Source: an optimization exercise on an open RTL-to-GDS flow (aim: small area and a short achievable clock period). Production flows keep margins and buffers that such runs may drop.
Where RTL was checked, it was by simulation tests only, not by an equivalence proof against the original.
Function not checked in run 6: the RTL went through the layout flow alone.
Power figures rest on the tool's default switching activity, not on a simulated workload.

$ cat design/flow/config.mk
export PLATFORM = sky130hd
export DESIGN_NAME = cnn_top_with_pool
export DESIGN_NICKNAME = cnn_top_with_pool
export VERILOG_FILES = /design/flow/design.v
export SDC_FILE = /design/flow/constraint.sdc
export NUM_CORES = 4
export LEC_CHECK = 0
export ABC_CLOCK_PERIOD_IN_PS = 1600
export CAP_MARGIN = 20
export CORE_MARGIN = 2
export CORE_UTILIZATION = 60
export CTS_CLUSTER_DIAMETER = 60
export CTS_CLUSTER_SIZE = 30
export SETUP_SLACK_MARGIN = 2.4
export SLEW_MARGIN = 20
$ cat design/flow/constraint.sdc
create_clock -name core_clock -period 4.0 [get_ports {clk}]
set_input_delay 0.8000 -clock core_clock [delete_from_list [all_inputs] [get_ports {clk}]]
set_output_delay 0.8000 -clock core_clock [all_outputs]
set_load 0.01 [all_outputs]
$ cat design/flow/design.v
module linebuffer_3x3 #
(
    parameter DATA_W = 8,
    parameter IMG_W  = 8      
)
(
    input  wire                     clk,
    input  wire                     rst,
    input  wire                     in_valid,
    input  wire signed [DATA_W-1:0] pixel_in,
    output reg                      out_valid,
    output reg signed [DATA_W-1:0]  p00, p01, p02,
    output reg signed [DATA_W-1:0]  p10, p11, p12,
    output reg signed [DATA_W-1:0]  p20, p21, p22
);
    reg signed [DATA_W-1:0] line1 [0:IMG_W-1];
    reg signed [DATA_W-1:0] line2 [0:IMG_W-1];
    integer i;
    reg [15:0] col;  
    always @(posedge clk) begin
        if (rst) begin
            for (i=0; i<IMG_W; i=i+1) begin
                line1[i] <= 0;
                line2[i] <= 0;
            end
            col <= 0;
            out_valid <= 0;
            p00 <= 0; p01 <= 0; p02 <= 0;
            p10 <= 0; p11 <= 0; p12 <= 0;
            p20 <= 0; p21 <= 0; p22 <= 0;
        end
        else if (in_valid) begin
            line2[col] <= line1[col];
            line1[col] <= pixel_in;
            if (col >= 2) begin
                p00 <= line2[col-2];
                p01 <= line2[col-1];
                p02 <= line2[col];
                p10 <= line1[col-2];
                p11 <= line1[col-1];
                p12 <= line1[col];
                p20 <= 0;  
                p21 <= 0;
                p22 <= 0;
                out_valid <= 1'b1;
            end else begin
                out_valid <= 1'b0;
            end
            if (col == IMG_W-1)
                col <= 0;
            else
                col <= col + 1;
        end else begin
            out_valid <= 0;
        end
    end
endmodule
module conv3x3_single_ch #
(
    parameter DATA_W = 8,
    parameter FRAC   = 4,
    parameter W00=0,parameter W01=0,parameter W02=0,
    parameter W10=0,parameter W11=0,parameter W12=0,
    parameter W20=0,parameter W21=0,parameter W22=0,
    parameter BIAS=0
)
(
    input  wire                     clk,
    input  wire                     rst,
    input  wire                     in_valid,
    input  wire signed [DATA_W-1:0] p00,p01,p02,p10,p11,p12,p20,p21,p22,
    output reg  signed [DATA_W-1:0] out_data,
    output reg                      out_valid
);
    reg signed [DATA_W+12:0] acc;
    reg signed [DATA_W+7:0]  prod;
    always @(posedge clk) begin
        if (rst) begin
            out_valid<=0; out_data<=0;
        end else if (in_valid) begin
            acc=0;
            prod=p00*W00; acc=acc+prod;
            prod=p01*W01; acc=acc+prod;
            prod=p02*W02; acc=acc+prod;
            prod=p10*W10; acc=acc+prod;
            prod=p11*W11; acc=acc+prod;
            prod=p12*W12; acc=acc+prod;
            prod=p20*W20; acc=acc+prod;
            prod=p21*W21; acc=acc+prod;
            prod=p22*W22; acc=acc+prod;
            acc=acc+(BIAS<<<FRAC);
            out_data<=acc>>>FRAC;
            out_valid<=1;
        end else
            out_valid<=0;
    end
endmodule
module batchnorm_scale_shift #
(
    parameter DATA_W = 8,
    parameter FRAC   = 4,
    parameter GAMMA  = (1<<FRAC),  
    parameter BETA   = 0           
)
(
    input  wire                     clk,
    input  wire                     rst,
    input  wire signed [DATA_W-1:0] in_data,
    input  wire                     in_valid,
    output reg  signed [DATA_W-1:0] out_data,
    output reg                      out_valid
);
    reg signed [DATA_W+7:0] mult, res;
    always @(posedge clk) begin
        if (rst) begin
            out_data  <= 0;
            out_valid <= 0;
        end else begin
            if (in_valid) begin
                mult = in_data * GAMMA;
                res  = (mult >>> FRAC) + BETA;
                out_data <= res[DATA_W-1:0];
                out_valid <= 1'b1;
            end else
                out_valid <= 1'b0;
        end
    end
endmodule
module leaky_relu #
(
    parameter DATA_W = 8,
    parameter FRAC   = 4,
    parameter A_NUM  = 1,
    parameter A_DEN  = 4
)
(
    input  wire                     clk,
    input  wire                     rst,
    input  wire signed [DATA_W-1:0] in_data,
    input  wire                     in_valid,
    output reg  signed [DATA_W-1:0] out_data,
    output reg                      out_valid
);
    reg signed [DATA_W+7:0] prod;
    reg signed [DATA_W+7:0] scaled;    
    always @(posedge clk) begin
        if (rst) begin
            out_data  <= 0;
            out_valid <= 0;
        end
        else begin
            if (in_valid) begin
                if (in_data[DATA_W-1] == 1'b0) begin
                    out_data <= in_data;
                end
                else begin
                    prod = in_data * A_NUM;
                    if (A_DEN == 1)
                        scaled = prod;
                    else if (A_DEN == 2)
                        scaled = prod >>> 1;
                    else if (A_DEN == 4)
                        scaled = prod >>> 2;
                    else
                        scaled = prod / A_DEN;
                    out_data <= scaled[DATA_W-1:0];
                end
                out_valid <= 1'b1;
            end
            else begin
                out_valid <= 1'b0;
            end
        end
    end
endmodule
module linebuffer_2x2 #
(
    parameter DATA_W = 8,
    parameter IMG_W  = 8
)
(
    input  wire                     clk,
    input  wire                     rst,
    input  wire                     in_valid,
    input  wire signed [DATA_W-1:0] pixel_in,
    output reg                      out_valid,
    output reg signed [DATA_W-1:0]  p00, p01,
    output reg signed [DATA_W-1:0]  p10, p11
);
    reg signed [DATA_W-1:0] linebuf [0:IMG_W-1];
    integer i;
    reg [15:0] col;
    reg row_valid;
    always @(posedge clk) begin
        if (rst) begin
            col <= 0;
            out_valid <= 0;
            for (i=0;i<IMG_W;i=i+1)
                linebuf[i] <= 0;
        end else if (in_valid) begin
            if (col < IMG_W)
                col <= col + 1;
            else
                col <= 1;
            if (row_valid && col >= 2) begin
                p00 <= linebuf[col-2];
                p01 <= linebuf[col-1];
                p10 <= pixel_in;
                p11 <= pixel_in;  
                out_valid <= 1;
            end else begin
                out_valid <= 0;
            end
            linebuf[col-1] <= pixel_in;
        end else begin
            out_valid <= 0;
        end
    end
    always @(posedge clk) begin
        if (rst)
            row_valid <= 0;
        else if (in_valid && col == IMG_W)
            row_valid <= 1;
    end
endmodule
module maxpool2x2 #
(
    parameter DATA_W = 8
)
(
    input  wire                     clk,
    input  wire                     rst,
    input  wire                     in_valid,
    input  wire signed [DATA_W-1:0] p00,
    input  wire signed [DATA_W-1:0] p01,
    input  wire signed [DATA_W-1:0] p10,
    input  wire signed [DATA_W-1:0] p11,
    output reg  signed [DATA_W-1:0] out_data,
    output reg                      out_valid
);
    reg signed [DATA_W-1:0] max1;
    reg signed [DATA_W-1:0] max2;
    always @(posedge clk) begin
        if (rst) begin
            out_valid <= 1'b0;
            out_data  <= {DATA_W{1'b0}};
            max1 <= {DATA_W{1'b0}};
            max2 <= {DATA_W{1'b0}};
        end else begin
            if (in_valid) begin
                if (p00 > p01) max1 <= p00;
                else           max1 <= p01;
                if (p10 > p11) max2 <= p10;
                else           max2 <= p11;
                if ( (p00 > p01 ? p00 : p01) > (p10 > p11 ? p10 : p11) )
                    out_data <= (p00 > p01 ? p00 : p01);
                else
                    out_data <= (p10 > p11 ? p10 : p11);
                out_valid <= 1'b1;
            end else begin
                out_valid <= 1'b0;
            end
        end
    end
endmodule
module cnn_top_with_pool #
(
    parameter DATA_W = 8,
    parameter FRAC   = 4,
    parameter IMG_W  = 32
)
(
    input  wire                     clk,
    input  wire                     rst,
    input  wire                     in_valid,
    input  wire signed [DATA_W-1:0] pixel_in,
    output reg                      out_valid,
    output reg signed [DATA_W-1:0]  out_data
);
    integer i;
    function gt;
        input [7:0] a, b;
        reg   [7:0] ua, ub, g0, e0;
        reg   [3:0] g1, e1;
        reg   [1:0] g2, e2;
        integer j;
        begin
            ua = {~a[7], a[6:0]};
            ub = {~b[7], b[6:0]};
            g0 = ua & ~ub;
            e0 = ~(ua ^ ub);
            for (j = 0; j < 4; j = j + 1) begin
                g1[j] = g0[2*j+1] | (e0[2*j+1] & g0[2*j]);
                e1[j] = e0[2*j+1] & e0[2*j];
            end
            for (j = 0; j < 2; j = j + 1) begin
                g2[j] = g1[2*j+1] | (e1[2*j+1] & g1[2*j]);
                e2[j] = e1[2*j+1] & e1[2*j];
            end
            gt = g2[1] | (e2[1] & g2[0]);
        end
    endfunction
    reg  [4:0] col;           
    reg        row1;          
    reg  [7:0] p0;
    reg        v0;            
    reg        fe0;           
    reg        m0;            
    always @(posedge clk) begin
        p0 <= pixel_in;
        if (rst) begin
            col  <= 5'd0;
            row1 <= 1'b0;
            v0   <= 1'b0;
            fe0  <= 1'b0;
        end else begin
            v0  <= in_valid;
            fe0 <= in_valid & (|col[4:1]);
            if (in_valid) begin
                col <= col + 5'd1;
                if (&col) row1 <= 1'b1;
            end
        end
        m0 <= row1;
    end
    reg  [7:0] x1, x2;        
    reg  [4:0] yl1;           
    reg  [3:0] yh1;           
    reg  [4:0] al1;           
    reg  [3:0] ah1;           
    reg        fe1, m1;
    always @(posedge clk) begin
        if (v0) begin
            x1 <= p0;
            x2 <= x1;
        end
        yl1 <= {1'b0, p0[3:0]} + {1'b0, x1[3:0]};
        yh1 <= p0[7:4] + x1[7:4];
        al1 <= {1'b0, x1[1:0], 2'b00} - {1'b0, x2[3:0]};
        ah1 <= x1[5:2] - x2[7:4];
        m1  <= m0;
        if (rst) fe1 <= 1'b0;
        else     fe1 <= fe0;
    end
    reg  [7:0] yl [0:29];     
    reg  [4:0] cl2;           
    reg  [3:0] ch2;           
    reg        fe2;
    wire [7:0] y1   = {yh1 + {3'b000, yl1[4]}, yl1[3:0]};
    wire [7:0] yold = yl[29] & {8{m1}};
    always @(posedge clk) begin
        if (fe1) begin
            yl[0] <= y1;
            for (i = 1; i < 30; i = i + 1)
                yl[i] <= yl[i-1];
        end
        cl2 <= {1'b0, al1[3:0]} - {1'b0, yold[3:0]};
        ch2 <= ah1 - yold[7:4] - {3'b000, al1[4]};
        if (rst) fe2 <= 1'b0;
        else     fe2 <= fe1;
    end
    reg  [3:0] bl3;           
    reg  [1:0] bc3;           
    reg  [3:0] bh3;           
    reg        fe3;
    wire [3:0] chm  = ch2 - 4'd1;
    wire [3:0] hs0  = ch2 + {ch2[3], ch2[3:1]};
    wire [3:0] hs1  = chm + {chm[3], chm[3:1]};
    wire       c4   = ch2[0] ^ cl2[4];
    wire [5:0] blo  = {2'b00, cl2[3:0]} + {2'b00, c4, cl2[3:1]} + 6'd4;
    always @(posedge clk) begin
        bl3 <= blo[3:0];
        bc3 <= blo[5:4];
        bh3 <= cl2[4] ? hs1 : hs0;
        if (rst) fe3 <= 1'b0;
        else     fe3 <= fe2;
    end
    reg  [7:0] b4;
    reg        fe4;
    always @(posedge clk) begin
        b4 <= {bh3 + {2'b00, bc3}, bl3};
        if (rst) fe4 <= 1'b0;
        else     fe4 <= fe3;
    end
    reg  [4:0] d;             
    reg        any;           
    reg        row2;          
    reg        push;          
    reg        res;           
    reg  signed [7:0] fl [0:30];     
    reg  signed [7:0] f1;            
    reg  signed [7:0] g5;            
    reg  signed [7:0] f5;
    reg        v5;
    wire signed [7:0] f4 = b4[7] ? {b4[7], b4[7], b4[7:2]} : b4;
    always @(posedge clk) begin
        if (rst) begin
            d    <= 5'd31;
            any  <= 1'b0;
            row2 <= 1'b0;
            push <= 1'b1;
            res  <= 1'b0;
        end else if (fe4) begin
            d    <= d + 5'd1;
            any  <= 1'b1;
            if (any && (&d)) row2 <= 1'b1;
            push <= ~(&d);
            res  <= ~(&d) & (row2 | (any & (&d)));
        end
        if (fe4 && push) begin
            fl[0] <= f4;
            for (i = 1; i < 31; i = i + 1)
                fl[i] <= fl[i-1];
        end
        if (fe4)
            f1 <= f4;
        g5 <= gt(f1, fl[30]) ? f1 : fl[30];
        f5 <= f4;
        if (rst) v5 <= 1'b0;
        else     v5 <= fe4 & res;
    end
    always @(posedge clk) begin
        out_data <= gt(f5, g5) ? f5 : g5;
        if (rst) out_valid <= 1'b0;
        else     out_valid <= v5;
    end
endmodule
$ cat design/flow/run.sh
#!/bin/bash
# synth_recipe.tcl (not shown) runs the flow's synth.tcl, then flattens the netlist and writes it again
# the make line also repeats each setting of config.mk as NAME=value (left out here)
make -C /OpenROAD-flow-scripts/flow DESIGN_CONFIG=/design/flow/config.mk WORK_HOME=/design/flow/orfs CLKGATE_MAP_FILE= SYNTH_SCRIPT=/design/flow/synth_recipe.tcl finish
==> results of run 1 <==
[power groups by stage]
stage          sequential (mW)  clock (mW)  combinational, mW
2_1_floorplan             7.42           0              0.653
3_3_place_gp              7.44           0              0.883
3_5_place_dp              7.45           0              0.936
4_1_cts                   7.32        4.20               1.07
5_1_grt                   7.36        4.44               1.34
6_report                  7.33        4.04               1.20
[per-stage QoR]
| stage | power, mW | utilization (%) |
|---|---|---|
| 2_1_floorplan | 8.07 | - |
| 3_3_place_gp | 8.32 | 63.6 |
| 3_5_place_dp | 8.38 | 63.6 |
| 4_1_cts | 12.6 | 68.6 |
| 5_1_grt | 13.1 | 69.2 |
| 6_report | 12.6 | 69.2 |
[worst register-to-register path: cells and delay by family, from the launching register on]
kind | cells | cell delay, ns
buffers and inverters | 2 | 0.27
adder cells (fa/ha/maj) | 1 | 0.21
AO/OA/AOI/OAI | 2 | 0.35
AND/OR/NAND/NOR | 1 | 0.21
flip-flops | 1 | 0.44
multiplexers | 1 | 0.29
[cells by family (layout without fill, tap and decap cells)]
kind of cell | count (synthesis) | count (layout) | share of synthesized area [%]
xor+xnor | 35 | 35 | 1.55
compound gates | 44 | 44 | 1.70
mux | 23 | 23 | 1.30
buf+inv | 62 | 161 | 1.18
simple gates | 59 | 61 | 1.61
flops | 614 | 614 | 88.0
fa+ha+maj | 68 | 68 | 4.68
[area by class of cell]
cell class | count | area share, %
Inverter | 56 | 0.967
Tap cell | 442 | 2.46
Timing Repair Buffer | 40 | 2.23
Clock inverter | 24 | 1.35
Clock buffer | 41 | 4.27
Multi-Input combinational cell | 231 | 11.2
Sequential cell | 614 | 77.6
[layout by cell type, fill, tap and decap left out, drive strengths merged, types with 4 or more instances in the layout]
cell,instances
a211o,4
a21o,10
a21oi,13
and2,6
buf,28
clkbuf,41
clkdlybuf4s50,9
clkinv,9
dfxtp,102
edfxtp,512
fa,10
ha,58
inv,68
mux2,22
nand2,16
nand2b,5
nor2,10
nor2b,10
o211ai,4
o21ai,4
xnor2,21
xor2,14
[worst paths after layout]
check | start | end | slack (ns) | cells past startpoint
worst min-delay path | m0$_DFF_P_ | m1$_DFF_P_ | 0.33 | 0
worst max register to register | fl[30][2]$_DFFE_PP_ | g5[5]$_DFF_P_ | 2.13 | 7
worst max-delay path | fl[30][2]$_DFFE_PP_ | g5[5]$_DFF_P_ | 2.13 | 7
worst min register to register | m0$_DFF_P_ | m1$_DFF_P_ | 0.33 | 0
[routing by layer]
layer	vias up	routed length (um)	track usage, %
met5	-	0	0
met4	0	831	5.57
met3	55	765	2.70
met2	104	11700	23.6
met1	3773	11300	20.3
li1	3533	-	-
[timing repair]
action,CTS,global route
setup buffers,12,2
pin swaps,17,15
resized for setup,82,35
endpoints found under the setup margin,392,63
gates cloned,4,0
==> results.sh, run 1 <==
export IMPL_status="timing/DRC/antenna clean"
export IMPL_synth_most_common_cell="edfxtp_1"
export IMPL_drt_initial_drc_count=439
export IMPL_slew_headroom_pct=52.2
export IMPL_switchingPower_mw=2.82
export IMPL_antenna_found_initial=0
export IMPL_required_ns=4.41
export IMPL_setup_viol=0
export IMPL_synth_edff_count=512
export IMPL_power_internal_mw=9.76
export IMPL_drv_slew=0
export IMPL_finalSetupTns_ns=0
export IMPL_synthCells=905
export IMPL_synth_ff_type="edfxtp_1"
export IMPL_die_h_um=186
export IMPL_final_area_um2=22500
export IMPL_synth_top_area_cell="edfxtp_1"
export IMPL_switching_share_pct=22.4
export IMPL_reg_largest_list="fl: 248 flops, yl: 240 flops"
export IMPL_yosysTopAreaCellShare_pct=77.7
export IMPL_drive_gt1_share_pct=18.5
export IMPL_p_comb_share_pct=9.6
export IMPL_cts_tree="built"
export IMPL_numCtsBuffers=37
export IMPL_initial_utilization_pct=60.8
export IMPL_syn_avg_cell_area_um2=21.9
export IMPL_largest_register="fl"
export IMPL_grt_max_degree=121
export IMPL_clock_latency_ns=0.54
export IMPL_rsz0062_at_grt="yes"
export IMPL_area_delta_synth_final_pct=13.7
export IMPL_p_clk_share_pct=32.2
export IMPL_worst_path_buf_inv=2
export IMPL_route_detailed_drc=0
export IMPL_post_route_period_util_pct=46.7
export IMPL_track_usage_pct=14.7
export IMPL_grt_pass1_vias=7551
export IMPL_dp_cells=1365
export IMPL_syn_nets=984
export IMPL_cp_arrival_ns=2.28
export IMPL_portBuffers=19
export IMPL_hpwl_um=12800
export IMPL_final_nets=1059
export IMPL_drv_cap=0
export IMPL_yosysWarnings=3
export IMPL_grt_ovfl_total=0
export IMPL_cts_hold_buffers_added=0
export IMPL_finClkSkew_ns=0.0196
export IMPL_p_leak_nw=7.66
export IMPL_synth_distinct_cells=36
export IMPL_clock_path_buffers=3
export IMPL_clk_pin_slew_ns=0.09
export IMPL_worst_slew_pin_slew_ns=0.717
export IMPL_critical_path_startpoint_type="register"
export IMPL_synth_area_leaders="edfxtp_1 (78%), dfxtp_1 (10%), ha_1 (3.7%)"
export IMPL_fill_cells=2057
export IMPL_crit_path_max_incr_delay_ns=0.44
export IMPL_place_area_um2=20700
export IMPL_clockRootBuffer="clkbuf_16"
export IMPL_core_area_um2=32500
export IMPL_ant_nets=0
export IMPL_diodes=0
export IMPL_via_count=7465
export IMPL_h_tree_depth=2
export IMPL_synthTopCellsByCount="edfxtp_1 (512), dfxtp_1 (102), ha_1 (58)"
export IMPL_viasPerCell=5.16
export IMPL_seq_area_um2=17500
export IMPL_crit_chain="inv_2 -> ha_4 -> and4b_1 -> a211oi_2 -> o211ai_4 -> buf_12 -> mux2_4"
export IMPL_multi_input_area_um2=2510
export IMPL_rows=66
export IMPL_ys_seq_area_share_pct=88.0
export IMPL_vdd_ir_drop_max_mv=0.382
export IMPL_first_pass_iters=4
export IMPL_die_area_um2=34500
export IMPL_largest_reg_flops=248
export IMPL_syn_area_um2=19800
export IMPL_synth_seq_cells=614
export IMPL_die_w_um=186
export IMPL_final_hold_violation_count=0
export IMPL_fin_cells=1448
export IMPL_fmax_ghz=0.536
export IMPL_whs_ns=0.332
export IMPL_power_density_nw_per_um2=559
export IMPL_critPathSlowestCell="edfxtp_1"
export IMPL_crit_family="flip-flops"
export IMPL_worstPathMaxFanout=8
export IMPL_cts_sinks=614
export IMPL_synthArstFlopShare_pct=0
export IMPL_wl_um=24600
export IMPL_routedWlPerCell_um=17.0
export IMPL_endpoint_kind="register"
export IMPL_power_frac_seq_pct=58.3
export IMPL_grt_pass1_wl_um=39100
export IMPL_place_gp_congestion=0.771
export IMPL_min_path_type="reg2reg"
export IMPL_fin_crit_ns=1.87
export IMPL_io_pins=20
export IMPL_crit_type="reg2reg"
export IMPL_fin_ws_ns=2.13
export IMPL_dpl_worst_slack_ns=1.82
==> inputs of run 2 (changes only) <==
--- a/design/flow/design.v
+++ b/design/flow/design.v
@@ -391,4 +391,3 @@
     reg  signed [7:0] f1;            
-    reg  signed [7:0] g5;            
-    reg  signed [7:0] f5;
+    reg  signed [7:0] a5, b5, f5;    
     reg        v5;
@@ -416,3 +415,4 @@
             f1 <= f4;
-        g5 <= gt(f1, fl[30]) ? f1 : fl[30];
+        a5 <= f1;
+        b5 <= fl[30];
         f5 <= f4;
@@ -421,6 +421,14 @@
     end
+    reg  signed [7:0] g6, f6;
+    reg        v6;
     always @(posedge clk) begin
-        out_data <= gt(f5, g5) ? f5 : g5;
+        g6 <= gt(a5, b5) ? a5 : b5;
+        f6 <= f5;
+        if (rst) v6 <= 1'b0;
+        else     v6 <= v5;
+    end
+    always @(posedge clk) begin
+        out_data <= gt(f6, g6) ? f6 : g6;
         if (rst) out_valid <= 1'b0;
-        else     out_valid <= v5;
+        else     out_valid <= v6;
     end
==> run 2 against run 1 <==
Net effect:
- worst setup slack better by 0.089 ns
- final area up 1.5%
- worst hold slack worse by 0.0087 ns
- register-to-register slack better by 0.12 ns
- clock skew down 0.0026 ns
- still clean
- via count down 0.54%
- final cell count up 1.2%
- synthesized cell count up 1.3%
- total power up 1.4%
- area after synthesis up 2.1%
- clock-buffer cell count down 3
- die area up 2.1%
==> results.sh, run 2 <==
export IMPL_synthArstFlopShare_pct=0
export IMPL_first_pass_iters=4
export IMPL_grt_pass1_vias=7653
export IMPL_synth_seq_cells=639
export IMPL_portBuffers=19
export IMPL_r2r_end="g6[1]$_DFF_P_"
export IMPL_finalSetupTns_ns=0
export IMPL_seq_area_um2=18000
export IMPL_drv_cap=0
export IMPL_synthXorXnorAreaFrac_pct=1.47
export IMPL_final_cell_mix="edfxtp_1 (512), dfxtp_1 (98), ha_1 (43)"
export IMPL_final_core_util_pct=68.5
export IMPL_largest_register="fl"
export IMPL_track_usage_pct=14.3
export IMPL_diodes=0
export IMPL_setup_viol=0
export IMPL_rows=67
export IMPL_endpoint_kind="primary output"
export IMPL_worstPathMaxFanout=1
export IMPL_ff2ff_path_depth=7
export IMPL_synth_top_area_cell="edfxtp_1"
export IMPL_die_area_um2=35200
export IMPL_via_count=7425
export IMPL_viasPerCell=5.06
export IMPL_fmax_ghz=0.562
export IMPL_critPathSlowestCell="dfxtp_2"
export IMPL_core_area_um2=33400
export IMPL_grt_max_degree=64
export IMPL_slew_headroom_pct=43.5
export IMPL_synthCells=917
export IMPL_syn_area_um2=20200
export IMPL_crit_family="flip-flops"
export IMPL_largest_reg_flops=248
export IMPL_area_delta_synth_final_pct=13.0
export IMPL_synth_compound_area_share_pct=1.66
export IMPL_clock_path_buffers=3
export IMPL_grt_pass1_wl_um=40100
export IMPL_ys_seq_area_share_pct=88.6
export IMPL_power_density_nw_per_um2=558
export IMPL_drt_initial_drc_count=512
export IMPL_synth_distinct_cells=35
export IMPL_antenna_found_initial=0
export IMPL_clockRootBuffer="clkbuf_16"
export IMPL_crit_path_max_incr_delay_ns=0.33
export IMPL_grt_ovfl_total=0
export IMPL_synth_most_common_cell="edfxtp_1"
export IMPL_h_tree_depth=2
export IMPL_drv_slew=0
export IMPL_fin_crit_ns=1.78
export IMPL_place_area_um2=21200
export IMPL_critical_path_startpoint_type="register"
export IMPL_hold_path_end="b4[2]$_DFF_P_"
export IMPL_die_w_um=188
export IMPL_r2r_slack_ns=2.25
export IMPL_clock_latency_ns=0.54
export IMPL_required_ns=3.20
export IMPL_reg_largest_list="fl: 248 flops, yl: 240 flops"
export IMPL_layout_commonest_cell="edfxtp_1"
export IMPL_rsz0062_at_grt="yes"
export IMPL_min_path_type="reg2reg"
export IMPL_worst_path_buf_inv=1
export IMPL_cts_hold_buffers_added=0
export IMPL_synth_top_family_by_area="adder cells"
export IMPL_routedWlPerCell_um=16.8
export IMPL_yosysWarnings=3
export IMPL_synth_area_leaders="edfxtp_1 (76%), dfxtp_1 (13%), ha_1 (3.5%)"
export IMPL_hpwl_um=12900
export IMPL_syn_nets=994
export IMPL_clk_pin_slew_ns=0.10
export IMPL_die_h_um=188
export IMPL_synthTopCellsByCount="edfxtp_1 (512), dfxtp_1 (127), ha_1 (56)"
export IMPL_synthAdderAreaFrac_pct=4.46
export IMPL_io_pins=20
export IMPL_cp_arrival_ns=0.98
export IMPL_fin_cells=1466
export IMPL_p_leak_nw=7.78
export IMPL_route_detailed_drc=0
export IMPL_min_from="bl3[2]$_DFF_P_"
export IMPL_dp_cells=1384
export IMPL_initial_utilization_pct=60.6
export IMPL_numCtsBuffers=37
export IMPL_place_gp_congestion=0.734
export IMPL_synth_edff_count=512
export IMPL_finClkSkew_ns=0.0170
export IMPL_synth_ff_type="edfxtp_1"
export IMPL_hold_depth=0
export IMPL_crit_chain="buf_6"
export IMPL_yosysTopAreaCellShare_pct=76.0
export IMPL_muxShareOfSynthArea_pct=1.27
export IMPL_wl_um=24600
export IMPL_final_hold_violation_count=0
export IMPL_vdd_ir_drop_max_mv=0.401
export IMPL_cts_sinks=639
export IMPL_final_nets=1069
export IMPL_reg2reg_from="b5[2]$_DFF_P_"
export IMPL_multi_input_area_um2=2420
export IMPL_synth_simple_area_share_pct=1.55
export IMPL_crit_type="reg2out"
export IMPL_worst_slew_pin_slew_ns=0.846
export IMPL_ant_nets=0
export IMPL_fill_cells=2139
export IMPL_finalPower_mw=12.8
export IMPL_cts_tree="built"
export IMPL_final_area_um2=22800
export IMPL_status="timing/DRC/antenna clean"
export IMPL_drive_gt1_share_pct=19.4
export IMPL_post_route_period_util_pct=44.4
export IMPL_syn_avg_cell_area_um2=22.0
-- run 2: worst max path at each step --
| stage | slack, ns | cells past startpoint | start | to |
|---|---|---|---|---|
| global route | 2.18 | 1 | out_data[6]$_DFF_P_ | out_data[6] |
| finish | 2.22 | 1 | out_data[5]$_DFF_P_ | out_data[5] |
| detailed placement | 1.82 | 3 | rst | fe0$_SDFF_PP0_ |
| floorplan | 1.14 | 3 | fe4$_SDFF_PP0_ | fl[0][0]$_DFFE_PP_ |
| global placement | 1.95 | 2 | fe4$_SDFF_PP0_ | fl[13][3]$_DFFE_PP_ |
| CTS | 2.18 | 1 | out_data[5]$_DFF_P_ | out_data[5] |
-- run 2: through the flow --
| step | hold slack (ns) | worst slack [ns] |
|---|---|---|
| 2_1_floorplan | 0.310 | 1.14 |
| 6_report | 0.324 | 2.22 |
| 4_1_cts | 0.324 | 2.18 |
| 3_5_place_dp | 0.315 | 1.82 |
| 3_3_place_gp | 0.313 | 1.95 |
| 5_1_grt | 0.332 | 2.18 |
-- run 2: logic make-up (layout without fill, tap and decap cells) --
group,after synthesis,after routing
AO/OA/AOI/OAI,44,44
XOR/XNOR,34,34
adder cells (fa/ha/maj),66,66
buffers and inverters,52,151
flip-flops,639,639
multiplexers,23,23
AND/OR/NAND/NOR,59,61
-- run 2: repair_timing --
action | 4_1_cts | 5_1_grt
setup endpoints to repair | 460 | 127
gates cloned | 2 | 0
buffers inserted | 11 | 4
pin swaps | 10 | 22
gates resized for setup | 84 | 30
-- run 2: power breakdown --
part	switching [mW]	internal (mW)	leakage (nW)
sequential	0.171	7.44	5.68
combinational	0.456	0.554	1.48
clock	2.21	1.92	0.616
total	2.84	9.91	7.78
-- run 2: area by class of cell --
class | instances | area share [%]
clock inverters | 27 | 1.46
repair buffers | 41 | 1.97
multi-input cells | 228 | 10.6
flip-flops and latches | 639 | 78.7
clock buffers | 38 | 4.07
well taps | 448 | 2.45
inverters | 45 | 0.772
-- run 2: routing by layer --
metal	wire (um)	GRT usage, %
met2	11500	22.6
met3	719	2.49
met5	0	0
met1	11700	20.8
met4	659	4.51
==> inputs of run 3 (changes only) <==
--- a/design/flow/config.mk
+++ b/design/flow/config.mk
@@ -13,3 +13,3 @@
 export CTS_CLUSTER_SIZE = 30
-export SETUP_SLACK_MARGIN = 2.4
+export SETUP_SLACK_MARGIN = 2.25
 export SLEW_MARGIN = 20
==> run 3 against run 2 <==
Net effect:
- largest power group unchanged
- combinational power fell by 16%
- worst setup slack worse by 0.021 ns
- clock skew is 0.0013 ns higher
- utilization shrank 0.47 points
- critical path depth unchanged
- critical endpoint is now out_valid
- sequential power is essentially flat
==> results.sh, run 3 <==
export IMPL_status="timing/DRC/antenna clean"
export IMPL_grt_ovfl_total=0
export IMPL_reg2reg_from="f6[2]$_DFF_P_"
export IMPL_finClkSkew_ns=0.0182
export IMPL_cts_sinks=639
export IMPL_min_path_type="reg2reg"
export IMPL_power_density_nw_per_um2=553
export IMPL_synth_top_area_cell="edfxtp_1"
export IMPL_endpoint_kind="primary output"
export IMPL_portBuffers=19
export IMPL_synth_most_common_cell="edfxtp_1"
export IMPL_crit_chain="buf_6"
export IMPL_hold_path_end="b4[3]$_DFF_P_"
export IMPL_synthCells=917
export IMPL_synth_seq_cells=639
export IMPL_worst_slew_pin_slew_ns=0.842
export IMPL_synthTopCellsByCount="edfxtp_1 (512), dfxtp_1 (127), ha_1 (56)"
export IMPL_first_pass_iters=4
export IMPL_track_usage_pct=14.0
export IMPL_clk_pin_slew_ns=0.10
export IMPL_grt_pass1_vias=7603
export IMPL_place_gp_congestion=0.724
export IMPL_grt_max_degree=90
export IMPL_critical_path_startpoint_type="register"
export IMPL_worst_path_buf_inv=1
export IMPL_largest_reg_flops=248
export IMPL_worstPathMaxFanout=1
export IMPL_synth_edff_count=512
export IMPL_setup_viol=0
export IMPL_r2r_end="out_data[1]$_DFF_P_"
export IMPL_crit_family="flip-flops"
export IMPL_reg_largest_list="fl: 248 flops, yl: 240 flops"
export IMPL_via_count=7482
export IMPL_rows=67
export IMPL_synthArstFlopShare_pct=0
export IMPL_cts_hold_buffers_added=0
export IMPL_die_w_um=188
export IMPL_clock_path_buffers=3
export IMPL_finalSetupTns_ns=0
export IMPL_viasPerCell=5.14
export IMPL_cp_arrival_ns=1.00
export IMPL_r2r_slack_ns=2.24
export IMPL_ff2ff_path_depth=6
export IMPL_rsz0062_at_grt="yes"
export IMPL_area_delta_synth_final_pct=12.2
export IMPL_syn_nets=994
export IMPL_yosysTopAreaCellShare_pct=76.0
export IMPL_initial_utilization_pct=60.6
export IMPL_final_nets=1059
export IMPL_numCtsBuffers=36
export IMPL_cts_tree="built"
export IMPL_diodes=0
export IMPL_final_cell_mix="edfxtp_1 (512), dfxtp_1 (100), ha_1 (44)"
export IMPL_drv_cap=0
export IMPL_fmax_ghz=0.556
export IMPL_grt_pass1_wl_um=39400
export IMPL_io_pins=20
export IMPL_route_detailed_drc=0
export IMPL_syn_avg_cell_area_um2=22.0
export IMPL_core_area_um2=33400
export IMPL_post_route_period_util_pct=45.0
export IMPL_die_h_um=188
export IMPL_crit_path_max_incr_delay_ns=0.36
export IMPL_yosysWarnings=3
export IMPL_vdd_ir_drop_max_mv=0.336
export IMPL_required_ns=3.20
export IMPL_p_leak_nw=7.68
export IMPL_slew_headroom_pct=43.8
export IMPL_fin_crit_ns=1.80
export IMPL_min_from="bl3[3]$_DFF_P_"
export IMPL_largest_register="fl"
export IMPL_synth_area_leaders="edfxtp_1 (76%), dfxtp_1 (13%), ha_1 (3.5%)"
export IMPL_hold_depth=0
export IMPL_clock_latency_ns=0.53
export IMPL_critPathSlowestCell="dfxtp_2"
export IMPL_finalPower_mw=12.5
export IMPL_hpwl_um=12500
export IMPL_layout_commonest_cell="edfxtp_1"
export IMPL_wl_um=24300
export IMPL_syn_area_um2=20200
export IMPL_drt_initial_drc_count=472
export IMPL_synth_ff_type="edfxtp_1"
export IMPL_antenna_found_initial=0
export IMPL_clockRootBuffer="clkbuf_16"
export IMPL_routedWlPerCell_um=16.7
export IMPL_crit_type="reg2out"
export IMPL_h_tree_depth=2
export IMPL_ant_nets=0
export IMPL_crit_start="out_valid$_SDFF_PP0_"
export IMPL_die_area_um2=35200
export IMPL_final_hold_violation_count=0
export IMPL_ys_seq_area_share_pct=88.6
export IMPL_drive_gt1_share_pct=17.1
export IMPL_drv_slew=0
export IMPL_synth_distinct_cells=35
run 3: cell counts after synthesis:
Identical to the previous run, type by type.
run 3: cell families (layout without fill, tap and decap cells):
kind of cell / Yosys count / in the layout / share of synthesized area, %
adders and majority gates: 66 / 66 / 4.46
xor gates and xnor gates: 34 / 34 / 1.47
AOI/OAI and AO/OA: 44 / 44 / 1.66
muxes: 23 / 23 / 1.27
DFF: 639 / 639 / 88.6
and+or+nand+nor: 59 / 61 / 1.55
buffers and inverters: 52 / 140 / 0.965
run 3: report_power, final:
part	total (mW)	leakage (nW)	switching, mW	internal [mW]
logic	0.852	1.39	0.396	0.457
clock network	4.08	0.608	2.22	1.87
registers	7.61	5.68	0.171	7.44
total	12.5	7.68	2.78	9.76
run 3: final cells by class:
| type | instances | area (um^2) |
|---|---|---|
| Fill cell | 2164 | 10700 |
| Timing Repair Buffer | 32 | 405 |
| Clock inverter | 25 | 324 |
| Inverter | 45 | 169 |
| Tap cell | 448 | 561 |
| Sequential cell | 639 | 18000 |
| Multi-Input combinational cell | 228 | 2340 |
| Clock buffer | 38 | 930 |
run 3: worst max-delay path by stage:
stage / to / slack, ns / cells after the start
after floorplan: fl[0][0]$_DFFE_PP_ / 1.14 / 3
after global placement: d[1]$_SDFFE_PP1P_ / 1.94 / 2
after detailed placement: fe0$_SDFF_PP0_ / 1.86 / 3
after CTS: out_valid / 2.16 / 1
after global routing: out_valid / 2.15 / 1
final: out_valid / 2.20 / 1
run 3: timing repair:
action | 4_1_cts | 5_1_grt
cloned | 2 | 2
gates resized for setup | 79 | 26
endpoints found under the setup margin | 398 | 162
pin swaps | 12 | 10
buffers inserted | 5 | 0
run 3: metrics by stage:
step           setup WS, ns  util [%]  instance area (um^2)  hold slack [ns]  instances
3_3_place_gp           1.94      63.1                 21000            0.313       1383
6_report               2.20      68.0                 22700            0.325       1455
5_1_grt                2.15      68.0                 22700            0.322       1455
4_1_cts                2.16      67.5                 22500            0.320       1453
3_5_place_dp           1.86      63.1                 21000            0.313       1383
2_1_floorplan          1.14         -                 20200            0.310        917
run 3: metal layers:
| layer | track usage (%) | routed length, um |
|---|---|---|
| met1 | 20.1 | 11500 |
| met2 | 22.4 | 11700 |
| met3 | 2.75 | 719 |
| met4 | 4.21 | 475 |
| met5 | 0 | 0 |
==> inputs of run 4 (changes only) <==
--- a/design/flow/config.mk
+++ b/design/flow/config.mk
@@ -11,5 +11,6 @@
 export CORE_UTILIZATION = 60
-export CTS_CLUSTER_DIAMETER = 60
-export CTS_CLUSTER_SIZE = 30
-export SETUP_SLACK_MARGIN = 2.25
+export CTS_BUF_LIST = sky130_fd_sc_hd__clkbuf_8 sky130_fd_sc_hd__clkbuf_16
+export CTS_CLUSTER_DIAMETER = 40
+export CTS_CLUSTER_SIZE = 20
+export SETUP_SLACK_MARGIN = 2.4
 export SLEW_MARGIN = 20
==> run 4 against run 3 <==
Net effect:
- wire length grew 5.1%
- highest routed layer unchanged
- critical path depth did not move
- global-route usage rose by 0.97 points
- synthesized cell count unchanged
- clock power grew 57%
- combinational power increased by 16%
- final cell count up 4.6%
- critical endpoint is now out_data[4]
- worst hold slack lost 0.0065 ns
- worst setup slack improved by 0.0023 ns
==> results.sh, run 4 <==
export IMPL_die_area_um2=35200
export IMPL_synth_edff_count=512
export IMPL_ff2ff_path_depth=6
export IMPL_ant_nets=0
export IMPL_synth_ff_type="edfxtp_1"
export IMPL_yosysWarnings=3
export IMPL_cts_tree="built"
export IMPL_crit_family="flip-flops"
export IMPL_final_cell_mix="edfxtp_1 (512), dfxtp_1 (98), clkbuf_16 (76)"
export IMPL_synth_most_common_cell="edfxtp_1"
export IMPL_initial_utilization_pct=60.6
export IMPL_clockRootBuffer="clkbuf_16"
export IMPL_critPathSlowestCell="dfxtp_1"
export IMPL_synth_seq_cells=639
export IMPL_worstPathMaxFanout=1
export IMPL_grt_pass1_wl_um=41400
export IMPL_rsz0062_at_grt="yes"
export IMPL_crit_path_max_incr_delay_ns=0.32
export IMPL_viasPerCell=5.07
export IMPL_finClkSkew_ns=0.0228
export IMPL_crit_chain="buf_2"
export IMPL_min_path_type="reg2reg"
export IMPL_p_leak_nw=8.35
export IMPL_fin_cells=1522
export IMPL_syn_avg_cell_area_um2=22.0
export IMPL_rows=67
export IMPL_cts_sinks=639
export IMPL_synth_top_area_cell="edfxtp_1"
export IMPL_first_pass_iters=6
export IMPL_fill_cells=2035
export IMPL_cp_arrival_ns=1.00
export IMPL_status="timing/DRC/antenna clean"
export IMPL_largest_register="fl"
export IMPL_reg_largest_list="fl: 248 flops, yl: 240 flops"
export IMPL_synth_area_leaders="edfxtp_1 (76%), dfxtp_1 (13%), ha_1 (3.5%)"
export IMPL_route_detailed_drc=0
export IMPL_clk_pin_slew_ns=0.07
export IMPL_synthCells=917
export IMPL_drv_cap=0
export IMPL_path_depth=1
export IMPL_grt_ovfl_total=0
export IMPL_core_area_um2=33400
export IMPL_antenna_found_initial=0
export IMPL_vdd_ir_drop_max_mv=0.510
export IMPL_layout_commonest_cell="edfxtp_1"
export IMPL_die_h_um=188
export IMPL_fmax_ghz=0.557
export IMPL_syn_area_um2=20200
export IMPL_drive_gt1_share_pct=23.2
export IMPL_drt_initial_drc_count=493
export IMPL_synthTopCellsByCount="edfxtp_1 (512), dfxtp_1 (127), ha_1 (56)"
export IMPL_critical_path_startpoint_type="register"
export IMPL_routedWlPerCell_um=16.8
export IMPL_grt_max_degree=64
export IMPL_worst_path_buf_inv=1
export IMPL_power_density_nw_per_um2=626
export IMPL_whs_ns=0.319
export IMPL_numCtsBuffers=68
export IMPL_worst_slew_pin_slew_ns=0.876
export IMPL_die_w_um=188
export IMPL_track_usage_pct=15.0
export IMPL_dp_cells=1384
export IMPL_clock_path_buffers=3
export IMPL_endpoint_kind="primary output"
export IMPL_finalSetupTns_ns=0
export IMPL_final_hold_violation_count=0
export IMPL_hpwl_um=12900
export IMPL_h_tree_depth=3
export IMPL_clock_latency_ns=0.57
export IMPL_grt_pass1_vias=8030
export IMPL_ys_seq_area_share_pct=88.6
export IMPL_io_pins=20
export IMPL_wl_um=25600
export IMPL_area_delta_synth_final_pct=18.6
export IMPL_post_route_period_util_pct=44.9
export IMPL_fin_crit_ns=1.80
export IMPL_synth_distinct_cells=35
export IMPL_finalPower_mw=15.0
export IMPL_largest_reg_flops=248
export IMPL_synthArstFlopShare_pct=0
export IMPL_diodes=0
export IMPL_place_gp_congestion=0.734
export IMPL_yosysTopAreaCellShare_pct=76.0
export IMPL_crit_type="reg2out"
export IMPL_setup_viol=0
export IMPL_portBuffers=19
export IMPL_required_ns=3.20
export IMPL_syn_nets=994
export IMPL_via_count=7713
export IMPL_final_nets=1100
export IMPL_drv_slew=0
export IMPL_slew_headroom_pct=41.5
export IMPL_hold_depth=0
export IMPL_cts_hold_buffers_added=0
==> run 4: area by class of cell <==
class                   instances  area, um^2  area share [%]
flip-flops and latches        639       18000            74.9
multi-input cells             228        2420            10.1
clock buffers                  74        1850            7.72
well taps                     448         561            2.34
clock inverters                47         518            2.16
repair buffers                 41         489            2.04
inverters                      45         176           0.736
==> run 4: final timing paths <==
check | from | to | slack, ns
worst max-delay path | out_data[4]$_DFF_P_ | out_data[4] | 2.20
worst min-delay path | bl3[0]$_DFF_P_ | b4[0]$_DFF_P_ | 0.32
worst max register to register | a5[5]$_DFF_P_ | g6[4]$_DFF_P_ | 2.24
worst min register to register | bl3[0]$_DFF_P_ | b4[0]$_DFF_P_ | 0.32
==> run 4: kinds of logic (layout without fill, tap and decap cells) <==
family | after synthesis | after routing | synth area share, %
AOI/OAI and AO/OA | 44 | 44 | 1.66
xor gates and xnor gates | 34 | 34 | 1.47
adders and majority gates | 66 | 66 | 4.46
buffers and inverters | 52 | 207 | 0.965
DFF | 639 | 639 | 88.6
muxes | 23 | 23 | 1.27
and+or+nand+nor | 59 | 61 | 1.55
==> run 4: where the power goes <==
part | switching, mW | internal (mW) | total (mW)
combinational | 0.453 | 0.537 | 0.990
sequential | 0.173 | 7.45 | 7.63
clock | 2.62 | 3.78 | 6.41
==> run 4: stage by stage <==
step	setup WS [ns]	utilization, %	area, um^2
2_1_floorplan	1.14	-	20300
6_report	2.20	71.9	24000
4_1_cts	2.17	71.2	23800
3_3_place_gp	1.95	63.4	21200
5_1_grt	2.16	71.9	24000
3_5_place_dp	1.82	63.4	21200
==> run 4: layer usage <==
layer | vias to the layer above | track usage [%] | share of wire, %
li1 | 3682 | - | -
met1 | 3856 | 21.2 | 46
met2 | 117 | 22.5 | 47
met3 | 58 | 4.04 | 4.0
met4 | 0 | 6.18 | 2.6
met5 | - | 0 | 0
==> run 4: repair_timing <==
action | CTS | global route
setup buffers | 9 | 4
hold endpoints to repair | 0 | 0
endpoints found under the setup margin | 459 | 188
pin swaps | 10 | 20
resized for setup | 80 | 34
gates cloned | 2 | 2
==> inputs of run 5 (changes only) <==
==> design/flow/flow/run.sh (new file) <==
#!/bin/bash
# The standard layout, except that synthesis leaves the adders to ABC
# instead of mapping them onto the library's half- and full-adder cells.
set -euo pipefail
bash standard.sh ADDER_MAP_FILE= finish > standard_make.log 2>&1
==> design/flow/standard.sh (new file) <==
#!/bin/bash
# synth_recipe.tcl (not shown) runs the flow's synth.tcl, then flattens the netlist and writes it again
# the make line also repeats each setting of config.mk as NAME=value (left out here)
make -C /OpenROAD-flow-scripts/flow DESIGN_CONFIG=/design/flow/config.mk WORK_HOME=/design/flow/orfs CLKGATE_MAP_FILE= SYNTH_SCRIPT=/design/flow/synth_recipe.tcl "${@:-finish}"
--- a/design/flow/config.mk
+++ b/design/flow/config.mk
@@ -11,5 +11,4 @@
 export CORE_UTILIZATION = 60
-export CTS_BUF_LIST = sky130_fd_sc_hd__clkbuf_8 sky130_fd_sc_hd__clkbuf_16
-export CTS_CLUSTER_DIAMETER = 40
-export CTS_CLUSTER_SIZE = 20
+export CTS_CLUSTER_DIAMETER = 60
+export CTS_CLUSTER_SIZE = 30
 export SETUP_SLACK_MARGIN = 2.4
removed: design/flow/run.sh
==> run 5 against run 4 <==
Net effect:
- largest power group unchanged
- combinational power decreased by 41%
- first-iteration DRC count decreased by 3.9%
- sequential power decreased by 0.7%
- final area decreased by 7.3%
- flip-flop and latch count unchanged
- die area decreased by 1.8%
- sequential share of layout area increased by 5.9 points
- critical path depth unchanged
- register-to-register slack improved by 0.06 ns
- via count decreased by 1.6%
- utilization decreased by 3.6 points
==> results.sh, run 5 <==
export IMPL_numCtsBuffers=37
export IMPL_wl_met1_um=11300
export IMPL_largest_register="fl"
export IMPL_synth_most_common_cell="edfxtp_1"
export IMPL_fill_cells=2095
export IMPL_cts_hold_buffers_added=0
export IMPL_ys_seq_area_share_pct=90.3
export IMPL_fin_cells=1474
export IMPL_clock_latency_ns=0.53
export IMPL_reg2reg_from="g6[3]$_DFF_P_"
export IMPL_syn_avg_cell_area_um2=21.4
export IMPL_first_pass_iters=4
export IMPL_crit_chain="buf_6"
export IMPL_largest_reg_flops=248
export IMPL_p_leak_nw=7.31
export IMPL_initial_utilization_pct=61.0
export IMPL_clockRootBuffer="clkbuf_16"
export IMPL_ff2ff_path_depth=6
export IMPL_wl_met2_um=11900
export IMPL_rsz0062_at_grt="yes"
export IMPL_finClkSkew_ns=0.0195
export IMPL_via_count=7589
export IMPL_place_area_um2=20700
export IMPL_finalSetupTns_ns=0
export IMPL_area_delta_synth_final_pct=11.9
export IMPL_route_detailed_drc=0
export IMPL_seq_area_um2=18000
export IMPL_r2r_end="out_data[3]$_DFF_P_"
export IMPL_diodes=0
export IMPL_grt_ovfl_total=0
export IMPL_drv_cap=0
export IMPL_synth_area_leaders="edfxtp_1 (77%), dfxtp_1 (13%), xnor2_1 (1.9%)"
export IMPL_whs_ns=0.323
export IMPL_worstPathMaxFanout=1
export IMPL_multi_input_area_um2=1950
export IMPL_wl_um=24800
export IMPL_vdd_ir_drop_max_mv=0.401
export IMPL_yosysTopAreaCellShare_pct=77.5
export IMPL_synthCells=928
export IMPL_crit_path_max_incr_delay_ns=0.34
export IMPL_antenna_found_initial=0
export IMPL_status="timing/DRC/antenna clean"
export IMPL_layout_commonest_cell="edfxtp_1"
export IMPL_syn_nets=939
export IMPL_final_cell_mix="edfxtp_1 (512), dfxtp_1 (100), xnor2_1 (42)"
export IMPL_post_route_period_util_pct=44.4
export IMPL_cp_arrival_ns=0.98
export IMPL_fin_crit_ns=1.78
export IMPL_drt_initial_drc_count=474
export IMPL_final_hold_violation_count=0
export IMPL_worst_slew_pin_slew_ns=0.852
export IMPL_grt_pass1_vias=7410
export IMPL_hold_path_end="m1$_DFF_P_"
export IMPL_final_nets=1018
export IMPL_synth_top_area_cell="edfxtp_1"
export IMPL_hpwl_um=13200
export IMPL_cts_tree="built"
export IMPL_rows=66
export IMPL_die_h_um=186
export IMPL_synthTopCellsByCount="edfxtp_1 (512), dfxtp_1 (127), xnor2_1 (42)"
export IMPL_place_gp_congestion=0.778
export IMPL_track_usage_pct=14.5
export IMPL_critical_path_startpoint_type="register"
export IMPL_worst_path_buf_inv=1
export IMPL_min_path_type="reg2reg"
export IMPL_dp_cells=1388
export IMPL_synth_distinct_cells=46
export IMPL_routedWlPerCell_um=16.8
export IMPL_die_w_um=186
export IMPL_viasPerCell=5.15
export IMPL_finalPower_mw=12.1
export IMPL_synth_edff_count=512
export IMPL_crit_family="flip-flops"
export IMPL_syn_area_um2=19800
export IMPL_clock_path_buffers=3
export IMPL_ant_nets=0
export IMPL_h_tree_depth=2
export IMPL_critPathSlowestCell="dfxtp_2"
export IMPL_required_ns=3.20
export IMPL_synthArstFlopShare_pct=0
export IMPL_final_area_um2=22200
export IMPL_r2r_slack_ns=2.30
export IMPL_io_pins=20
export IMPL_portBuffers=19
export IMPL_cts_sinks=639
export IMPL_drive_gt1_share_pct=17.1
export IMPL_crit_type="reg2out"
export IMPL_synth_seq_cells=639
export IMPL_synth_ff_type="edfxtp_1"
export IMPL_crit_start="out_data[2]$_DFF_P_"
export IMPL_fmax_ghz=0.563
export IMPL_reg_largest_list="fl: 248 flops, yl: 240 flops"
export IMPL_slew_headroom_pct=43.2
export IMPL_clk_pin_slew_ns=0.08
export IMPL_grt_pass1_wl_um=38800
export IMPL_min_from="m0$_DFF_P_"
export IMPL_grt_max_degree=129
export IMPL_setup_viol=0
export IMPL_met3_length_um=797
export IMPL_top_layer="met4"
export IMPL_core_area_um2=32500
export IMPL_endpoint_kind="primary output"
export IMPL_power_density_nw_per_um2=546
export IMPL_drv_slew=0
export IMPL_hold_depth=0
export IMPL_yosysWarnings=3
export IMPL_die_area_um2=34600
## run 5: logic make-up (layout without fill, tap and decap cells)
| logic type | after synthesis | after routing | share of synthesized area [%] |
|---|---|---|---|
| buf+inv | 32 | 134 | 0.611 |
| xor+xnor | 62 | 62 | 2.74 |
| mux | 16 | 16 | 0.901 |
| fa+ha+maj | 12 | 12 | 0.624 |
| simple gates | 109 | 111 | 2.77 |
| compound gates | 58 | 58 | 2.09 |
| flops | 639 | 639 | 90.3 |
## run 5: power breakdown
part	switching [mW]	leakage (nW)	total, mW	internal, mW
registers	0.179	5.67	7.58	7.40
clock network	2.11	0.579	3.96	1.84
logic	0.270	1.05	0.583	0.313
total	2.56	7.31	12.1	9.56
## run 5: through the flow
step	setup WS (ns)	utilization, %
after floorplan	1.28	-
after global placement	1.96	63.5
after detailed placement	1.80	63.5
after CTS	2.20	67.6
after global routing	2.19	68.3
final	2.22	68.3
## run 5: cell type report
cell class / count / area share, %
Timing Repair Buffer: 45 / 2.11
Clock buffer: 40 / 4.31
Sequential cell: 639 / 80.8
Inverter: 25 / 0.422
Multi-Input combinational cell: 259 / 8.77
Clock inverter: 24 / 1.08
Tap cell: 442 / 2.49
## run 5: worst max path at each step
stage | endpoint | cells past startpoint | slack [ns]
after detailed placement | fe0$_SDFF_PP0_ | 3 | 1.80
final | out_data[2] | 1 | 2.22
after global routing | out_data[0] | 1 | 2.19
after floorplan | fl[0][0]$_DFFE_PP_ | 2 | 1.28
after global placement | fe0$_SDFF_PP0_ | 3 | 1.96
after CTS | out_data[0] | 1 | 2.20
## run 5: repair_timing
item	CTS	global route
cloned	2	1
pin swaps	9	13
setup endpoints to repair	219	219
buffers inserted	6	13
resized for setup	73	35
## run 5: metal layers
metal | GRT usage [%] | vias up
met4 | 5.04 | 0
met5 | 0 | -
li1 | - | 3626
met2 | 23.5 | 101
met3 | 2.68 | 57
met1 | 20.1 | 3805
## run 5: worst register-to-register path, delay by kind of cell, from the launching register on
kind	cells	cell delay [ns]
AOI/OAI and AO/OA	2	0.63
DFF	1	0.34
muxes	1	0.32
and+or+nand+nor	2	0.28
buffers and inverters	1	0.04
==> inputs of run 6 (changes only) <==
--- a/design/flow/design.v
+++ b/design/flow/design.v
@@ -304,8 +304,10 @@
     reg        row1;          
-    reg  [7:0] p0;
-    reg        v0;            
-    reg        fe0;           
-    reg        m0;            
+    reg  [7:0] x1, x2;        
+    reg  [4:0] yl1;           
+    reg  [3:0] yh1;           
+    reg  [4:0] al1;           
+    reg  [3:0] ah1;           
+    reg        fe1;           
+    reg        m1;            
     always @(posedge clk) begin
-        p0 <= pixel_in;
         if (rst) begin
@@ -313,7 +315,5 @@
             row1 <= 1'b0;
-            v0   <= 1'b0;
-            fe0  <= 1'b0;
+            fe1  <= 1'b0;
         end else begin
-            v0  <= in_valid;
-            fe0 <= in_valid & (|col[4:1]);
+            fe1 <= in_valid & (|col[4:1]);
             if (in_valid) begin
@@ -323,22 +323,11 @@
         end
-        m0 <= row1;
-    end
-    reg  [7:0] x1, x2;        
-    reg  [4:0] yl1;           
-    reg  [3:0] yh1;           
-    reg  [4:0] al1;           
-    reg  [3:0] ah1;           
-    reg        fe1, m1;
-    always @(posedge clk) begin
-        if (v0) begin
-            x1 <= p0;
+        m1 <= row1;
+        if (in_valid && !rst) begin
+            x1 <= pixel_in;
             x2 <= x1;
         end
-        yl1 <= {1'b0, p0[3:0]} + {1'b0, x1[3:0]};
-        yh1 <= p0[7:4] + x1[7:4];
+        yl1 <= {1'b0, pixel_in[3:0]} + {1'b0, x1[3:0]};
+        yh1 <= pixel_in[7:4] + x1[7:4];
         al1 <= {1'b0, x1[1:0], 2'b00} - {1'b0, x2[3:0]};
         ah1 <= x1[5:2] - x2[7:4];
-        m1  <= m0;
-        if (rst) fe1 <= 1'b0;
-        else     fe1 <= fe0;
     end
==> run 6 against run 5 <==
Net effect:
- total power down 0.87%
- highest routed layer unchanged
- clock power is 1% lower
- area after synthesis shrank 1.6%
- non-clock buffer count unchanged
- first-iteration DRC count grew 23%
- combinational power is 5.1% higher
- critical endpoint is now out_data[3]$_DFF_P_
- sequential share of layout area decreased by 0.13 points
==> results.sh, run 6 <==
export IMPL_status="timing/DRC/antenna clean"
export IMPL_first_pass_iters=4
export IMPL_cp_arrival_ns=2.47
export IMPL_drv_cap=0
export IMPL_grt_max_degree=150
export IMPL_antenna_found_initial=0
export IMPL_cts_tree="built"
export IMPL_layout_commonest_cell="edfxtp_1"
export IMPL_min_path_type="reg2reg"
export IMPL_synth_distinct_cells=41
export IMPL_grt_ovfl_total=0
export IMPL_ff2ff_path_depth=7
export IMPL_routedWlPerCell_um=16.1
export IMPL_final_hold_violation_count=0
export IMPL_die_area_um2=34000
export IMPL_slew_headroom_pct=51.0
export IMPL_final_core_util_pct=68.0
export IMPL_dpl_worst_slack_ns=1.41
export IMPL_cts_sinks=628
export IMPL_crit_type="reg2reg"
export IMPL_numCtsBuffers=37
export IMPL_place_gp_congestion=0.770
export IMPL_drt_initial_drc_count=582
export IMPL_syn_area_um2=19500
export IMPL_grt_pass1_vias=7115
export IMPL_die_w_um=184
export IMPL_required_ns=4.40
export IMPL_clock_path_buffers=3
export IMPL_synth_area_leaders="edfxtp_1 (79%), dfxtp_1 (12%), xnor2_1 (1.8%)"
export IMPL_hpwl_um=11300
export IMPL_yosysWarnings=3
export IMPL_critical_path_startpoint_type="register"
export IMPL_crit_chain="nand2b_4 -> maj3_2 -> maj3_2 -> maj3_2 -> o21ai_4 -> buf_6 -> mux2_4"
export IMPL_largest_reg_flops=248
export IMPL_track_usage_pct=13.6
export IMPL_setup_viol=0
export IMPL_initial_utilization_pct=60.5
export IMPL_largest_register="fl"
export IMPL_fin_ws_ns=1.93
export IMPL_fill_cells=2011
export IMPL_viasPerCell=5.10
export IMPL_fmax_ghz=0.484
export IMPL_diodes=0
export IMPL_cts_hold_buffers_added=0
export IMPL_ant_nets=0
export IMPL_clock_latency_ns=0.53
export IMPL_fin_crit_ns=2.07
export IMPL_p_leak_nw=7.26
export IMPL_drv_slew=0
export IMPL_min_from="f5[5]$_DFF_P_"
export IMPL_synthCells=901
export IMPL_yosysTopAreaCellShare_pct=78.7
export IMPL_vdd_ir_drop_max_mv=0.414
export IMPL_io_pins=20
export IMPL_drive_gt1_share_pct=15.3
export IMPL_r2r_end="out_data[3]$_DFF_P_"
export IMPL_finClkSkew_ns=0.0253
export IMPL_syn_avg_cell_area_um2=21.7
export IMPL_die_h_um=184
export IMPL_hold_path_end="f6[5]$_DFF_P_"
export IMPL_seq_area_um2=17700
export IMPL_grt_pass1_wl_um=36500
export IMPL_core_area_um2=32300
export IMPL_whs_ns=0.328
export IMPL_clk_pin_slew_ns=0.08
export IMPL_synth_most_common_cell="edfxtp_1"
export IMPL_via_count=7380
export IMPL_worst_slew_pin_slew_ns=0.735
export IMPL_worst_path_buf_inv=1
export IMPL_multi_input_area_um2=1890
export IMPL_cpMostUsedCell="maj3_2"
export IMPL_synthArstFlopShare_pct=0
export IMPL_power_density_nw_per_um2=547
export IMPL_synthTopCellsByCount="edfxtp_1 (512), dfxtp_1 (116), xnor2_1 (40)"
export IMPL_r2r_slack_ns=1.93
export IMPL_worstPathMaxFanout=4
export IMPL_final_nets=989
export IMPL_reg2reg_from="g6[0]$_DFF_P_"
export IMPL_final_cell_mix="edfxtp_1 (512), dfxtp_1 (106), clkbuf_16 (41)"
export IMPL_portBuffers=19
export IMPL_rows=66
export IMPL_rsz0062_at_grt="yes"
export IMPL_syn_nets=912
export IMPL_h_tree_depth=2
export IMPL_crit_family="adder cells"
export IMPL_finalSetupTns_ns=0
export IMPL_synth_seq_cells=628
export IMPL_wl_um=23300
export IMPL_reg_largest_list="fl: 248 flops, yl: 240 flops"
export IMPL_area_delta_synth_final_pct=12.4
export IMPL_critPathSlowestCell="dfxtp_2"
export IMPL_endpoint_kind="register"
export IMPL_clockRootBuffer="clkbuf_16"
export IMPL_finalPower_mw=12.0
export IMPL_hold_depth=0
export IMPL_post_route_period_util_pct=51.6
export IMPL_synth_edff_count=512
export IMPL_synth_top_area_cell="edfxtp_1"
export IMPL_crit_path_max_incr_delay_ns=0.33
export IMPL_synth_ff_type="edfxtp_1"
export IMPL_ys_seq_area_share_pct=90.6
export IMPL_route_detailed_drc=0
[run 6: routing by layer]
layer / track usage, % / routed length (um)
met1: 19.8 / 11000
met2: 21.3 / 11000
met3: 2.69 / 780
met4: 4.06 / 452
met5: 0 / 0
[run 6: logic make-up (layout without fill, tap and decap cells)]
family          count (synthesis)  count (layout)  share of synthesized area, %
buf+inv                        26             129                         0.499
mux                            20              20                          1.13
fa+ha+maj                      14              14                         0.756
xor+xnor                       63              63                          2.82
simple gates                  102             102                          2.54
flops                         628             628                          90.6
compound gates                 48              48                          1.69
[run 6: what timing repair did]
| item | in CTS | in global routing |
|---|---|---|
| setup buffers | 13 | 5 |
| endpoints found under the setup margin | 364 | 266 |
| pin swaps | 8 | 6 |
| resized for setup | 52 | 21 |
| gates cloned | 1 | 3 |
[run 6: how the worst max path moves through the flow]
stage              startpoint                   to  depth (start not counted)  slack (ns)
4_1_cts         g6[0]$_DFF_P_  out_data[0]$_DFF_P_                          7        1.93
2_1_floorplan  fe4$_SDFF_PP0_   fl[0][0]$_DFFE_PP_                          2        1.27
3_5_place_dp              rst      x1[2]$_DFFE_PP_                          2        1.41
3_3_place_gp              rst      x1[0]$_DFFE_PP_                          2        1.48
5_1_grt         g6[0]$_DFF_P_  out_data[3]$_DFF_P_                          7        1.88
6_report        g6[0]$_DFF_P_  out_data[3]$_DFF_P_                          7        1.93
[run 6: metrics by stage]
step           area, um^2  cells
3_3_place_gp        20400   1359
4_1_cts             21800   1438
2_1_floorplan       19700    901
3_5_place_dp        20400   1359
6_report            22000   1446
5_1_grt             22000   1446
[run 6: layout make-up]
cell class                      instances  share of cell area, %
Clock inverter                         22                  0.992
Sequential cell                       628                   80.7
Inverter                               19                  0.325
Timing Repair Buffer                   45                   2.36
Tap cell                              442                   2.52
Multi-Input combinational cell        247                   8.61
Clock buffer                           43                   4.51
[run 6: worst reg2reg max path, delay by kind of cell, from the launching register on]
family                     cells  cell delay [ns]
and+or+nand+nor                1             0.13
DFF                            1             0.33
buffers and inverters          1             0.15
AOI/OAI and AO/OA              1             0.15
adders and majority gates      3             0.91
muxes                          1             0.30
[run 6: report_power, final]
part           switching [mW]  total [mW]  internal [mW]
clock                    2.04        3.92           1.88
sequential              0.165        7.48           7.32
combinational           0.283       0.613          0.329
total                    2.49        12.0           9.53

[what the ideal ports hide]
How much do the figures lean on ideal ports? The routed layouts below were timed once more, with nothing changed but the port constraints. Step 1 (the two cells are an assumption about what drives the block):
set clk [get_ports {clk}]
set_driving_cell -lib_cell sky130_fd_sc_hd__clkbuf_16 $clk
set_driving_cell -lib_cell sky130_fd_sc_hd__buf_2 [delete_from_list [all_inputs] $clk]
Step 2 also shifts input and output timing later by t, the mid clock arrival at the registers, as if the neighbouring blocks saw the same clock. a / b / c = ideal / step 1 / step 2; a / b = the first two.
| run | t, ns | setup WS [ns] | hold WS [ns] |
|---|---|---|---|
| run 1 | 0.572 | 2.133 / 2.133 / 2.007 | 0.332 / 0.332 / 0.332 |
| run 2 | 0.577 | 2.222 / 2.172 / 2.006 | 0.324 / 0.324 / 0.324 |
| run 3 | 0.581 | 2.201 / 2.148 / 1.873 | 0.325 / 0.325 / 0.325 |
| run 4 | 0.611 | 2.203 / 2.152 / 2.015 | 0.319 / 0.319 / 0.319 |
| run 5 | 0.575 | 2.224 / 2.172 / 1.968 | 0.323 / 0.323 / 0.323 |
| run 6 | 0.568 | 1.935 / 1.935 / 1.863 | 0.328 / 0.328 / 0.328 |
After both steps every run listed still meets setup and hold. For run 3, which loses most, drivers alone change the setup slack by -0.053 ns; drivers and shift together by -0.328 ns.
